Source: an optimization exercise on an open RTL-to-GDS flow (aim: small area). Production flows keep margins and buffers that such runs may drop. In this exercise RTL edits were held to simulation tests only and were not proved equivalent to the original. No activity file was given, so power comes from the tool's default toggle rates.

==> run a: inputs <==
==> flow/design.v <==
module ram_1r1w_sync
  #(parameter [31:0] depth_p = 16)
  (input [depth_p-1:0] d_i
  ,input [depth_p-1:0] sel_n_i
  ,input odd_i
  ,output d_o
  );
  localparam int pairs_lp = depth_p / 2;
  logic [pairs_lp-1:0] y;
  for (genvar p = 0; p < pairs_lp; p++) begin : pr
    localparam int k = 4 * (p / 2) + (p % 2);
    rd_pair u (.a_i(d_i[k]), .sa_n_i(sel_n_i[k]), .b_i(d_i[k+2]), .sb_n_i(sel_n_i[k+2]), .y_o(y[p]));
  end
  logic [pairs_lp/2-1:0] ye, yo;
  for (genvar p = 0; p < pairs_lp / 2; p++) begin : sp
    assign ye[p] = y[2*p];
    assign yo[p] = y[2*p+1];
  end
  rd_fin uf (.ye_i(ye), .yo_i(yo), .odd_i(odd_i), .d_o(d_o));
endmodule
module ring_bit
  (input din_i
  ,input we_i
  ,input we_n_i
  ,input prev_i
  ,output d_o
  );
  assign d_o = ~((din_i | we_n_i) & (prev_i | we_i));
endmodule
module rd_pair
  (input a_i
  ,input sa_n_i
  ,input b_i
  ,input sb_n_i
  ,output y_o
  );
  assign y_o = ~((a_i | sa_n_i) & (b_i | sb_n_i));
endmodule
module rd_fin
  (input [3:0] ye_i
  ,input [3:0] yo_i
  ,input odd_i
  ,output d_o
  );
  assign d_o = ~|ye_i & ~(~|yo_i & odd_i);
endmodule
module fifo_1r1w
  #(parameter [31:0] width_p = 32
   ,parameter [31:0] depth_log2_p = 4
   )
  (input [0:0] clk_i
  ,input [0:0] reset_i
  ,input [width_p-1:0] data_i
  ,input [0:0] ready_i
  ,input [0:0] valid_i
  ,output [0:0] ready_o
  ,output [0:0] valid_o
  ,output [width_p-1:0] data_o
  );
  localparam int depth_lp = 1 << depth_log2_p;
  logic [depth_log2_p-1:0] wp, rp;
  logic v, f;
  assign valid_o = v;
  assign ready_o = ~f;
  wire wr_en = valid_i & ~f;
  wire rd_en = v & ready_i;
  always_ff @(posedge clk_i) begin
    if (reset_i) begin
      wp <= depth_log2_p'(1);
      rp <= '0;
      v <= 1'b0;
      f <= 1'b0;
    end else begin
      wp <= wp + {{(depth_log2_p-1){1'b0}}, 1'b1} + {{(depth_log2_p-1){1'b0}}, wr_en};
      rp <= rp + {{(depth_log2_p-1){1'b0}}, 1'b1} + {{(depth_log2_p-1){1'b0}}, rd_en};
      if (wr_en & ~rd_en) begin
        v <= 1'b1;
        f <= (wp == rp);
      end else if (rd_en & ~wr_en) begin
        v <= (wp != rp + depth_log2_p'(2));
        f <= 1'b0;
      end
    end
  end
  logic [depth_lp-1:0] we, we_n;
  always_comb
    for (int j = 0; j < depth_lp; j++) begin
      we[j] = ~f & (wp == depth_log2_p'(j));
      we_n[j] = ~we[j];
    end
  logic [depth_lp-1:0] rs_n;
  always_comb
    for (int j = 0; j < depth_lp; j++)
      rs_n[j] = (rp != depth_log2_p'(j));
  wire [width_p-1:0] data_n = ~data_i;
  logic [width_p-1:0] mem [depth_lp-1:0];
  logic [width_p-1:0] mem_d [depth_lp-1:0];
  for (genvar j = 0; j < depth_lp; j++) begin : slot
    wire [width_p-1:0] din = (j % 2 == 0) ? data_n : data_i;
    for (genvar b = 0; b < width_p; b++) begin : b_
      ring_bit rb
        (.din_i(din[b]), .we_i(we[j]), .we_n_i(we_n[j])
        ,.prev_i(mem[(j + depth_lp - 1) % depth_lp][b])
        ,.d_o(mem_d[j][b]));
    end
  end
  always_ff @(posedge clk_i)
    for (int j = 0; j < depth_lp; j++)
      mem[j] <= mem_d[j];
  for (genvar b = 0; b < width_p; b++) begin : rd
    logic [depth_lp-1:0] col;
    for (genvar j = 0; j < depth_lp; j++) begin : c
      assign col[j] = mem[j][b];
    end
    ram_1r1w_sync #(.depth_p(depth_lp)) mux
      (.d_i(col), .sel_n_i(rs_n), .odd_i(rp[0]), .d_o(data_o[b]));
  end
endmodule
==> flow/run.sh <==
#!/bin/bash
# synth_recipe.tcl (not shown) runs the flow's synth.tcl, then flattens the netlist and writes it again
# the make line also repeats each setting of config.mk as NAME=value (left out here)
make -C /OpenROAD-flow-scripts/flow DESIGN_CONFIG=/design/flow/config.mk WORK_HOME=/design/flow/orfs CLKGATE_MAP_FILE= SYNTH_SCRIPT=/design/flow/synth_recipe.tcl finish
==> flow/config.mk <==
export PLATFORM = sky130hd
export DESIGN_NAME = fifo_1r1w
export DESIGN_NICKNAME = fifo_1r1w
export VERILOG_FILES = /design/flow/design.v
export SDC_FILE = /design/flow/constraint.sdc
export NUM_CORES = 4
export LEC_CHECK = 0
export CAP_MARGIN = 20
export CORE_MARGIN = 2
export CORE_UTILIZATION = 70
export CTS_CLUSTER_DIAMETER = 100
export CTS_CLUSTER_SIZE = 30
export PLACE_DENSITY = 0.8
export SLEW_MARGIN = 20
export SYNTH_HIERARCHICAL = 1
==> flow/constraint.sdc <==
create_clock -name core_clock -period 5.0 [get_ports {clk_i}]
set_input_delay 1.0000 -clock core_clock [delete_from_list [all_inputs] [get_ports {clk_i}]]
set_output_delay 1.0000 -clock core_clock [all_outputs]
set_load 0.01 [all_outputs]
==> inputs of run b, as changes to run a <==
--- a/flow/design.v
+++ b/flow/design.v
@@ -85,7 +85,7 @@
   logic [depth_lp-1:0] we, we_n;
   always_comb
     for (int j = 0; j < depth_lp; j++) begin
-      we[j] = ~f & (wp == depth_log2_p'(j));
+      we[j] = wr_en & (wp == depth_log2_p'(j));
       we_n[j] = ~we[j];
     end
   logic [depth_lp-1:0] rs_n;
- CORE_UTILIZATION: 70 -> 40
- PLACE_DENSITY: 0.8 -> unset
==> inputs of run c, as changes to run a <==
==> flow/design.v, changed modules only <==
module ram_1r1w_sync
  #(parameter [31:0] width_p = 8
   ,parameter [31:0] depth_p = 16
   )
  (input [0:0] clk_i
  ,input [0:0] shift_i
  ,input [width_p-1:0] data_i
  ,input [$clog2(depth_p)-1:0] rd_addr_i
  ,output [width_p-1:0] rd_data_o
  );
  logic [width_p-1:0] mem [depth_p-1:0];
  always_ff @(posedge clk_i) begin
    if (shift_i) begin
      mem[0] <= data_i;
      for (int i = 1; i < depth_p; i++)
        mem[i] <= mem[i-1];
    end
  end
  assign rd_data_o = mem[rd_addr_i];
endmodule
module fifo_1r1w
  #(parameter [31:0] width_p = 32
   ,parameter [31:0] depth_log2_p = 4
   )
  (input [0:0] clk_i
  ,input [0:0] reset_i
  ,input [width_p-1:0] data_i
  ,input [0:0] ready_i
  ,input [0:0] valid_i
  ,output [0:0] ready_o
  ,output [0:0] valid_o
  ,output [width_p-1:0] data_o
  );
  localparam int depth_lp = 1 << depth_log2_p;
  logic [depth_log2_p-1:0] ptr;
  logic v, f;
  assign valid_o = v;
  assign ready_o = ~f;
  wire wr_en = valid_i & ~f;
  wire rd_en = v & ready_i;
  always_ff @(posedge clk_i) begin
    if (reset_i) begin
      ptr <= '1;
      v <= 1'b0;
      f <= 1'b0;
    end else if (wr_en & ~rd_en) begin
      ptr <= ptr + 1'b1;
      v <= 1'b1;
      f <= (ptr == depth_log2_p'(depth_lp - 2));
    end else if (rd_en & ~wr_en) begin
      ptr <= ptr - 1'b1;
      v <= (ptr != '0);
      f <= 1'b0;
    end
  end
  ram_1r1w_sync #(.width_p(width_p), .depth_p(depth_lp)) mem
    (.clk_i(clk_i)
    ,.shift_i(wr_en)
    ,.data_i(data_i)
    ,.rd_addr_i(ptr)
    ,.rd_data_o(data_o)
    );
endmodule
// module ring_bit removed
// module rd_pair removed
// module rd_fin removed
- CORE_UTILIZATION: 70 -> 40
- CTS_CLUSTER_DIAMETER: 100 -> unset
- CTS_CLUSTER_SIZE: 30 -> unset
- PLACE_DENSITY: 0.8 -> unset
- SYNTH_HIERARCHICAL: 1 -> unset
==> comparison table <==
| item | run a | run b | run c |
|---|---|---|---|
| Sequential share of cell area | 55.5% | 54.4% | 68.7% |
| # nets final | 1720 | 1719 | 1237 |
| Share of synthesized area occupied by flip-flops and latches | 62.9% | 62.7% | 79.4% |
| Min Tclk post-route | 4.93 ns | 4.84 ns | 4.85 ns |
| Layout-stage area growth over the synthesis result | 13.2% | 15.3% | 15.7% |
| Nonclk buf count | 130 | 126 | 106 |
| Mapped cell area | 16600 um2 | 16700 um2 | 19500 um2 |
| Primary flip-flop cell chosen by synthesis mapping | dfxtp_1 | dfxtp_1 | edfxtp_1 |
| Fraction of final layout cells with drive strength greater than 1 | 6.62% | 7.76% | 9.56% |
| Multi-input gates | 951 | 968 | 514 |
| Critical-path cell with the highest stage delay | clkdlybuf4s50_1 | clkdlybuf4s50_1 | ha_2 |
| Pwr Density | 673 nW/um2 | 652 nW/um2 | 481 nW/um2 |
| Area of the multi-input gates | 6040 um2 | 6260 um2 | 3690 um2 |
| Insertion delay to the later sink of the worst-skew pair | 0.56 ns | 0.58 ns | 0.59 ns |
| Status | complete, no violations | complete, no violations | complete, no violations |
| Max H-tree Level | 1 | 1 | 2 |
